Source: an optimization exercise on an open RTL-to-GDS flow (aim: small area and a short achievable clock period). Production flows keep margins and buffers that such runs may drop. Where RTL was checked, it was by simulation tests only, not by an equivalence proof against the original. Power figures rest on the tool's default switching activity, not on a simulated workload.

Design mac, start of the top module:
module mac(
  input clk,
  input rst,
  input signed [7:0] in_a,
  input signed [7:0] in_b,
  output logic signed [15:0] out);
export LEC_CHECK = 0
export CAP_MARGIN = 20
export CORE_MARGIN = 2
export CORE_UTILIZATION = 40
export SETUP_SLACK_MARGIN = 1.3
export SLEW_MARGIN = 20
create_clock -name core_clock -period 4.2 [get_ports {clk}]
standard.sh (not shown) runs the stock make flow with config.mk's settings and CLKGATE_MAP_FILE= SYNTH_SCRIPT=/design/flow/synth_recipe.tcl, a recipe that flattens the netlist after the stock synthesis.
==> flow/flow/run.sh <==
#!/bin/bash
# Standard layout flow with two changes: Yosys's synth runs with -noabc, so
# the full adders written in the RTL reach extract_fa without the inverters
# abc -fast would add, CTS adds no dummy loads, and the port buffers are plain buf_1 cells (repair
# still upsizes them where timing needs it). Each tool's output is logged.
set -e
bash standard.sh SYNTH_ARGS=-noabc "BUFFER_PORTS_ARGS=-buffer_cell sky130_fd_sc_hd__buf_1" "CTS_ARGS=-sink_clustering_enable -repair_clock_nets -dont_use_dummy_load" finish > standard.log 2>&1
Change:
ABC_AREA = 1   (was not set)
SETUP_SLACK_MARGIN = 1.4   (was 1.3)
Effect: Design area goes up by about 10%; die area goes up by about 10%; clock skew barely changes; first-iteration DRC count goes down by 44%; clock power stays flat.
Change:
--- a/flow/flow/run.sh
+++ b/flow/flow/run.sh
@@ -6,2 +6,2 @@
 set -e
-bash standard.sh SYNTH_ARGS=-noabc "BUFFER_PORTS_ARGS=-buffer_cell sky130_fd_sc_hd__buf_1" "CTS_ARGS=-sink_clustering_enable -repair_clock_nets -dont_use_dummy_load" finish > standard.log 2>&1
+bash standard.sh ADDER_MAP_FILE= SYNTH_ARGS=-noabc "BUFFER_PORTS_ARGS=-buffer_cell sky130_fd_sc_hd__buf_1" "CTS_ARGS=-sink_clustering_enable -repair_clock_nets -dont_use_dummy_load" finish > standard.log 2>&1
ABC_AREA = not set   (was 1)
Effect: The new run completed without violations; worst hold slack is worse by 0.011 ns; combinational power went up by 20%; clock power went down by about 2%; cell count went up by 20%; die area went up by 19%; via count went up by 44%; synthesized cell count went up by 22%; global-route usage went up by 0.57 points.
Change:
--- a/flow/flow/run.sh
+++ b/flow/flow/run.sh
@@ -6,2 +6,2 @@
 set -e
-bash standard.sh ADDER_MAP_FILE= SYNTH_ARGS=-noabc "BUFFER_PORTS_ARGS=-buffer_cell sky130_fd_sc_hd__buf_1" "CTS_ARGS=-sink_clustering_enable -repair_clock_nets -dont_use_dummy_load" finish > standard.log 2>&1
+bash standard.sh SYNTH_ARGS=-noabc "BUFFER_PORTS_ARGS=-buffer_cell sky130_fd_sc_hd__buf_1" "CTS_ARGS=-sink_clustering_enable -repair_clock_nets -dont_use_dummy_load" finish > standard.log 2>&1
After rerunning:
- die area is lower by a quarter to a third
- sequential power drops by roughly a tenth
- first-iteration DRC count went down by well over a third
- via count falls by well over a third
- setup slack gets worse by 0.037 ns
- final area goes down by about a fifth
- power came out lower by about a fifth
- sequential share of layout area is higher by 5.8 points

---

v6:
Another version of the RTL of mac (not shown whole).
Size in the first run: roughly 0.0034 sq mm of cells after synthesis.
export LEC_CHECK = 0
export CAP_MARGIN = 20
export CORE_MARGIN = 2
export CORE_UTILIZATION = 40
export SETUP_SLACK_MARGIN = 1.8
export SLEW_MARGIN = 20
create_clock -name core_clock -period 4.2 [get_ports {clk}]
==> flow/flow/run.sh <==
#!/bin/bash
# Standard layout flow with two changes: Yosys's synth runs with -noabc, so
# the full adders written in the RTL reach extract_fa without the inverters
# abc -fast would add, CTS adds no dummy loads, and the port buffers are plain buf_1 cells (repair
# still upsizes them where timing needs it). Each tool's output is logged.
set -e
bash standard.sh SYNTH_ARGS=-noabc "BUFFER_PORTS_ARGS=-buffer_cell sky130_fd_sc_hd__buf_1" "CTS_ARGS=-sink_clustering_enable -repair_clock_nets -dont_use_dummy_load" finish > standard.log 2>&1
Inputs modified between v6 and v7:
# v6
export LEC_CHECK = 0
export CAP_MARGIN = 20
export CORE_MARGIN = 2
export CORE_UTILIZATION = 40
export SETUP_SLACK_MARGIN = 1.8
export SLEW_MARGIN = 20
create_clock -name core_clock -period 4.2 [get_ports {clk}]
# v7
export LEC_CHECK = 0
export CAP_MARGIN = 20
export CORE_MARGIN = 2
export CORE_UTILIZATION = 40
export SETUP_SLACK_MARGIN = 1.5
export SLEW_MARGIN = 20
create_clock -name core_clock -period 4.2 [get_ports {clk}]
### Flow results
v7 | status: complete | timing, DRC, antenna: pass. v7 reports its global routing's busiest layer as met1 while v6 reports met2. Changes observed in v7 relative to v6: total chip power lower, area growth from synthesis to final layout went down, final area -2.1%, switching power total fell 5.5%.
Function was not checked in any run of this note: the RTL went through the layout flow alone.

---

Another version of the RTL of mac (not shown whole).
Size: about 230 cells after synthesis.
clock: 4.2 ns
lec_check: 0
cap_margin: 20
core_margin: 2
core_utilization: 40
setup_slack_margin: 1.3
slew_margin: 20
tns_end_percent: 30
==> flow/flow/run.sh <==
#!/bin/bash
# The standard layout flow (standard.sh), with these make variables:
# - SYNTH_ARGS=-noabc: Yosys's synth skips its early abc -fast, so the full
#   adders written out in the RTL reach extract_fa without added inverters
#   (the final abc mapping still runs).
# - SYNTH_OPERATIONS_ARGS=-nofsm: replaces the default Kogge-Stone extra map
#   for $lcu with nothing (-nofsm is already set), so + uses Yosys's own
#   Brent-Kung carry network, which is smaller.
# - BUFFER_PORTS_ARGS: the port buffers are buf_1 cells (repair still upsizes
#   them where timing needs it).
set -e
export FLOW_SIZER_TCL="$PWD/flow/sizer.tcl"
export FLOW_PINS_TCL="$PWD/flow/pins.tcl"
export POST_RESIZE_TCL="$PWD/flow/post_resize.tcl"
export POST_GLOBAL_ROUTE_TCL="$PWD/flow/post_grt.tcl"
bash standard.sh SYNTH_ARGS=-noabc SYNTH_OPERATIONS_ARGS=-nofsm "BUFFER_PORTS_ARGS=-buffer_cell sky130_fd_sc_hd__buf_1" "CTS_ARGS=-sink_clustering_enable -repair_clock_nets -dont_use_dummy_load" finish > standard.log 2>&1
==> flow/flow/pins.tcl <==
proc sz_setpins {inst pins nets} {
  foreach p $pins n $nets {
    set it [$inst findITerm $p]
    $it disconnect
  }
  foreach p $pins n $nets {
    set it [$inst findITerm $p]
    $it connect $n
  }
  estimate_parasitics $::sz_est
}
proc sz_perms {l} {
  if {[llength $l] <= 1} { return [list $l] }
  set out {}
  foreach x $l {
    set rest [lsearch -all -inline -not -exact $l $x]
    foreach p [sz_perms $rest] { lappend out [concat [list $x] $p] }
  }
  return $out
}
proc sz_pin_run {period passes est} {
  set ::sz_period $period
  set ::sz_est $est
  set ::sz_hold_floor 0.1e-9
  set ::sz_slew0 [expr {min(0.2, [sta::max_slew_check_slack_limit])}]
  set ::sz_cap0 [expr {min(0.2, [sta::max_capacitance_check_slack_limit])}]
  set block [ord::get_db_block]
  puts "pins: start [sz_cost]"
  for {set p 0} {$p < $passes} {incr p} {
    set changed 0
    foreach inst [$block getInsts] {
      set m [[$inst getMaster] getName]
      if {[string match "sky130_fd_sc_hd__fa_*" $m]} {
        set pins {A B CIN}
      } elseif {[string match "sky130_fd_sc_hd__ha_*" $m]} {
        set pins {A B}
      } else continue
      set nets {}
      foreach pn $pins { lappend nets [[$inst findITerm $pn] getNet] }
      if {[lsearch $nets "NULL"] >= 0} continue
      set best [lindex [sz_cost] 0]; set bestn $nets
      foreach perm [lrange [sz_perms $nets] 1 end] {
        sz_setpins $inst $pins $perm
        set c [sz_cost]
        if {[lindex $c 0] < $best * (1 - 1e-5) && [sz_ok]} { set best [lindex $c 0]; set bestn $perm }
      }
      sz_setpins $inst $pins $bestn
      if {$bestn ne $nets} { incr changed }
    }
    puts "pins: pass $p changed $changed [sz_cost]"
    if {$changed == 0} break
  }
}
==> flow/flow/post_grt.tcl <==
source $::env(FLOW_SIZER_TCL)
source $::env(FLOW_PINS_TCL)
set period [expr {$::env(FLOW_PERIOD_NS) * 1e-9}]
log_cmd global_route -start_incremental
sz_pin_run $period 3 -global_routing
sz_run $period 4 -global_routing
sz_pin_run $period 2 -global_routing
log_cmd detailed_placement
log_cmd global_route -end_incremental
check_placement -verbose
log_cmd estimate_parasitics -global_routing
report_worst_slack -max
report_worst_slack -min
report_design_area
write_guides $::env(RESULTS_DIR)/route.guide
==> flow/flow/post_resize.tcl <==
# Runs at the end of ORFS's placement resize step (POST_RESIZE_TCL hook),
# before clock tree synthesis and its timing repair: permute the inputs of
# full and half adders (pins.tcl) on placement parasitics, so that the later
# repairs start from the better pin assignment. Cells do not move.
source $::env(FLOW_SIZER_TCL)
source $::env(FLOW_PINS_TCL)
log_cmd estimate_parasitics -placement
sz_pin_run [expr {$::env(FLOW_PERIOD_NS) * 1e-9}] 3 -placement
report_worst_slack -max
Other scripts of this flow, unchanged in this note and not shown: flow/flow/sizer.tcl
Rerun with:
--- a/flow/flow/run.sh
+++ b/flow/flow/run.sh
@@ -12,5 +12,4 @@
 export FLOW_SIZER_TCL="$PWD/flow/sizer.tcl"
 export FLOW_PINS_TCL="$PWD/flow/pins.tcl"
-export POST_RESIZE_TCL="$PWD/flow/post_resize.tcl"
 export POST_GLOBAL_ROUTE_TCL="$PWD/flow/post_grt.tcl"
 bash standard.sh SYNTH_ARGS=-noabc SYNTH_OPERATIONS_ARGS=-nofsm "BUFFER_PORTS_ARGS=-buffer_cell sky130_fd_sc_hd__buf_1" "CTS_ARGS=-sink_clustering_enable -repair_clock_nets -dont_use_dummy_load" finish > standard.log 2>&1
--- a/flow/config.mk
+++ b/flow/config.mk
@@ -9,5 +9,4 @@
 export CORE_MARGIN = 2
 export CORE_UTILIZATION = 40
-export SETUP_SLACK_MARGIN = 1.3
+export SETUP_SLACK_MARGIN = 1.4
 export SLEW_MARGIN = 20
-export TNS_END_PERCENT = 30
removed: flow/flow/post_resize.tcl
The new run went through all stages and came out clean.
Total power increases by 2.1%.
Final cell count does not change.
Setup slack improved by 0.063 ns.
Clock-buffer cell count is unchanged.
Wire length increases by about 1.2%.
Hold slack got worse by 0.016 ns.
Clock power hardly moves.
Non-clock buffer count stays the same.
Critical path depth does not change.
Synthesized area does not change.
Rerun with:
--- a/flow/flow/run.sh
+++ b/flow/flow/run.sh
@@ -11,5 +11,4 @@
 set -e
 export FLOW_SIZER_TCL="$PWD/flow/sizer.tcl"
-export FLOW_PINS_TCL="$PWD/flow/pins.tcl"
 export POST_GLOBAL_ROUTE_TCL="$PWD/flow/post_grt.tcl"
 bash standard.sh SYNTH_ARGS=-noabc SYNTH_OPERATIONS_ARGS=-nofsm "BUFFER_PORTS_ARGS=-buffer_cell sky130_fd_sc_hd__buf_1" "CTS_ARGS=-sink_clustering_enable -repair_clock_nets -dont_use_dummy_load" finish > standard.log 2>&1
==> flow/flow/post_grt.tcl (replaced) <==
# Runs at the end of ORFS's global route step (POST_GLOBAL_ROUTE_TCL hook):
# resize cells with the greedy sizer in sizer.tcl, then legalize, update the
# global routing and parasitics, and write the route guides again, as ORFS
# does after its own timing repair in this step.
source $::env(FLOW_SIZER_TCL)
sz_run [expr {$::env(FLOW_PERIOD_NS) * 1e-9}] 6 -global_routing
log_cmd global_route -start_incremental
log_cmd detailed_placement
log_cmd global_route -end_incremental
check_placement -verbose
log_cmd estimate_parasitics -global_routing
report_worst_slack -max
report_worst_slack -min
report_design_area
write_guides $::env(RESULTS_DIR)/route.guide
--- a/flow/config.mk
+++ b/flow/config.mk
@@ -11,2 +11,3 @@
 export SETUP_SLACK_MARGIN = 1.4
 export SLEW_MARGIN = 20
+export TNS_END_PERCENT = 30
removed: flow/flow/pins.tcl
Effect: Setup slack loses 0.0062 ns. Combinational power falls by a few percent. Synthesized area is unchanged. Power falls by a few percent. Synthesized cell count is unchanged. Count of clock-buffer cells in the layout is unchanged. Clock skew rises by 0.0063 ns.

[re-timing with driven ports]
Ports are ideal in the flow. The routed layouts listed here were re-timed in OpenROAD.
Step 1 assumes that a clkbuf_16 drives the clock port and a buf_2 every other input.
Step 2, shift: input delay + t, output delay - t, t = (earliest + latest rising clock arrival at the registers) / 2. This alone moves slack from input paths to output paths.
Three values: ideal, step 1, step 2; two values: the first two.
run | t (ns) | setup WS [ns] | cell pins on the clock port's net
the first run of note 1 | 0.310 | 1.361 / 1.366 / 1.055 | 1
the second run of note 1 | 0.316 | 1.434 / 1.441 / 1.126 | 1
the third run of note 1 | 0.316 | 1.470 / 1.470 / 1.198 | 1
the fourth run of note 1 | 0.318 | 1.433 / 1.442 / 1.124 | 1
v6 | 0.348 | 1.315 / 1.315 / 1.315 | 1
v7 | 0.350 | 1.314 / 1.314 / 1.314 | 1
the first run of note 3 | 0.307 | 1.349 / 1.356 / 1.049 | 1
the second run of note 3 | 0.301 | 1.412 / 1.422 / 1.120 | 1
the third run of note 3 | 0.308 | 1.406 / 1.405 / 1.097 | 1
After both steps every run listed still meets setup and hold.
